This is an optimization exercise on Yosys and OpenROAD, whose aim is small area and a short achievable clock period, not a production implementation. RTL that was checked went through simulation tests only; none was proved equivalent to the original.

==> flow/design.v (excerpt) <==
module dist_sort (
    input logic        clk, rst,
    input logic [63:0] query,
    input logic [63:0] search_0,
    input logic [63:0] search_1,
    input logic [63:0] search_2,
    input logic [63:0] search_3,
    input logic [63:0] search_4,
    input logic [63:0] search_5,
    input logic [63:0] search_6,
    input logic [63:0] search_7,
    input logic        in_valid,
    output logic [2:0] addr_1st,
    output logic [2:0] addr_2nd,
    output logic       out_valid
);
    wire [63:0] nq = ~query;
    logic [3:0] m_r [8][16];
    wire [3:0] m_0_0;
    absdiff u_ad_0_0 (.na(nq[3:0]), .b(search_0[3:0]), .m(m_0_0));
    wire [3:0] m_0_1;
    absdiff u_ad_0_1 (.na(nq[7:4]), .b(search_0[7:4]), .m(m_0_1));
    wire [3:0] m_0_2;
    absdiff u_ad_0_2 (.na(nq[11:8]), .b(search_0[11:8]), .m(m_0_2));
    wire [3:0] m_0_3;
    absdiff u_ad_0_3 (.na(nq[15:12]), .b(search_0[15:12]), .m(m_0_3));
    wire [3:0] m_0_4;
    absdiff u_ad_0_4 (.na(nq[19:16]), .b(search_0[19:16]), .m(m_0_4));
    wire [3:0] m_0_5;
    absdiff u_ad_0_5 (.na(nq[23:20]), .b(search_0[23:20]), .m(m_0_5));
    wire [3:0] m_0_6;
    absdiff u_ad_0_6 (.na(nq[27:24]), .b(search_0[27:24]), .m(m_0_6));
    wire [3:0] m_0_7;
    absdiff u_ad_0_7 (.na(nq[31:28]), .b(search_0[31:28]), .m(m_0_7));
    wire [3:0] m_0_8;
    absdiff u_ad_0_8 (.na(nq[35:32]), .b(search_0[35:32]), .m(m_0_8));
    wire [3:0] m_0_9;
    absdiff u_ad_0_9 (.na(nq[39:36]), .b(search_0[39:36]), .m(m_0_9));
    wire [3:0] m_0_10;
    absdiff u_ad_0_10 (.na(nq[43:40]), .b(search_0[43:40]), .m(m_0_10));
    wire [3:0] m_0_11;
    absdiff u_ad_0_11 (.na(nq[47:44]), .b(search_0[47:44]), .m(m_0_11));
    wire [3:0] m_0_12;
    absdiff u_ad_0_12 (.na(nq[51:48]), .b(search_0[51:48]), .m(m_0_12));
    wire [3:0] m_0_13;
    absdiff u_ad_0_13 (.na(nq[55:52]), .b(search_0[55:52]), .m(m_0_13));
    wire [3:0] m_0_14;
    absdiff u_ad_0_14 (.na(nq[59:56]), .b(search_0[59:56]), .m(m_0_14));
    wire [3:0] m_0_15;
  ...
Size: about 8,400 cells after synthesis, ~670 flip-flops, about 590 I/O pins, ~66,000 µm² of cells after synthesis.
clock: 17.0 ns
lec_check: 0
abc_area: 1
cap_margin: 50
core_margin: 2
core_utilization: 48
slew_margin: 70
synth_hierarchical: 1
synth_minimum_keep_size: 0
standard.sh (not shown) runs the stock make flow with config.mk's settings and CLKGATE_MAP_FILE= SYNTH_SCRIPT=/design/flow/synth_recipe.tcl, a recipe that flattens the netlist after the stock synthesis.
==> flow/flow/run.sh <==
#!/bin/bash
# The standard layout (standard.sh: synthesis to final layout), with every input and
# output port buffered by the platform's smallest buffer instead of the default choice.
set -euo pipefail
export BUFFER_PORTS_ARGS="-buffer_cell sky130_fd_sc_hd__buf_1"
bash standard.sh > standard.log 2>&1
The baseline completed without violations.
Then changed:
CAP_MARGIN = 60   (was 50)
CTS_BUF_LIST = sky130_fd_sc_hd__clkbuf_4 sky130_fd_sc_hd__clkbuf_8   (was default)
SLEW_MARGIN = 80   (was 70)
Global-route usage rose by 0.27 points.
Design area rose by a few percent.
Routed wire length rose slightly.

========
Setup of job 3165:
Another version of the RTL of dist_sort (not shown whole).
For scale: roughly 8000 cells after synthesis, roughly 590 I/O pins, about 64000 µm² of cells after synthesis.
==> flow/config.mk <==
export PLATFORM = sky130hd
export DESIGN_NAME = dist_sort
export DESIGN_NICKNAME = dist_sort
export VERILOG_FILES = /design/flow/design.v
export SDC_FILE = /design/flow/constraint.sdc
export NUM_CORES = 4
export LEC_CHECK = 0
export ABC_AREA = 1
export CAP_MARGIN = 20
export CORE_MARGIN = 2
export CORE_UTILIZATION = 60
export CTS_BUF_LIST = sky130_fd_sc_hd__clkbuf_4 sky130_fd_sc_hd__clkbuf_8
export SLEW_MARGIN = 20
export SYNTH_HIERARCHICAL = 1
export SYNTH_MINIMUM_KEEP_SIZE = 0
==> flow/constraint.sdc <==
create_clock -name core_clock -period 17.0 [get_ports {clk}]
set_input_delay 3.4000 -clock core_clock [delete_from_list [all_inputs] [get_ports {clk}]]
set_output_delay 3.4000 -clock core_clock [all_outputs]
set_load 0.01 [all_outputs]
run.sh (not shown) runs the stock make flow with config.mk's settings and CLKGATE_MAP_FILE= SYNTH_SCRIPT=/design/flow/synth_recipe.tcl, a recipe that flattens the netlist after the stock synthesis.
Stock flow here: none of the scripts above is used.
Inputs modified between job 3165 and job 6126:
diff --git a/flow/config.mk b/flow/config.mk
--- a/flow/config.mk
+++ b/flow/config.mk
@@ -10,4 +10,3 @@
 export CORE_MARGIN = 2
-export CORE_UTILIZATION = 60
-export CTS_BUF_LIST = sky130_fd_sc_hd__clkbuf_4 sky130_fd_sc_hd__clkbuf_8
+export CORE_UTILIZATION = 40
 export SLEW_MARGIN = 20
[summary]
Job 6126 | stages: all done | timing, DRC, antenna: all pass
Via count of the first global-routing pass: job 6126 and job 3165 compared, higher one is job 3165
Sequential share of layout area is lower on job 6126
Job 6126 — post-route minimum period 0.081 ns higher, job 3165 as reference
On wire length, job 3165 beats job 6126.
Between job 3165 and job 6126, the flow reports global-route wire length before repair increasing by a few percent.
STATUS die area: job 6126 loses against job 3165
Delta(worst setup slack, job 6126 - job 3165) < 0
Function was not checked in any run of this note: the RTL went through the layout flow alone.

port drivers added, routing unchanged:
Ports are ideal in the flow. The routed layouts listed here were re-timed in OpenROAD. Step 1, drivers: a clkbuf_16 drives clk and a buf_2 each remaining input, both assumed. Step 2 times the ports against the registers' clock, not the clock port: input delays grow and output delays shrink by t, the midpoint of the rising clock arrivals with the driver on. Slacks: ideal ports / drivers / drivers and shift; pairs: ideal ports / drivers.
run | shift t [ns] | slack for setup (ns) | latest minus earliest clock arrival (ns) | slew at the worst register clock pin (ns) | cell pins on the clock port's net
the first run of note 1 | 0.778 | 12.025 / 12.088 / 11.310 | 0.069 / 0.069 | 0.07 / 0.07 | 1
the second run of note 1 | 0.914 | 12.112 / 12.169 / 11.254 | 0.087 / 0.087 | 0.07 / 0.07 | 1
job 3165 | 0.855 | 11.281 / 11.323 / 10.469 | 0.067 / 0.067 | 0.08 / 0.08 | 1
job 6126 | 0.754 | 11.199 / 11.255 / 10.501 | 0.029 / 0.029 | 0.07 / 0.07 | 1
After both steps every run listed still meets setup and hold. For the second run of note 1, which loses most, drivers alone change the setup slack by +0.057 ns; drivers and shift together by -0.858 ns.
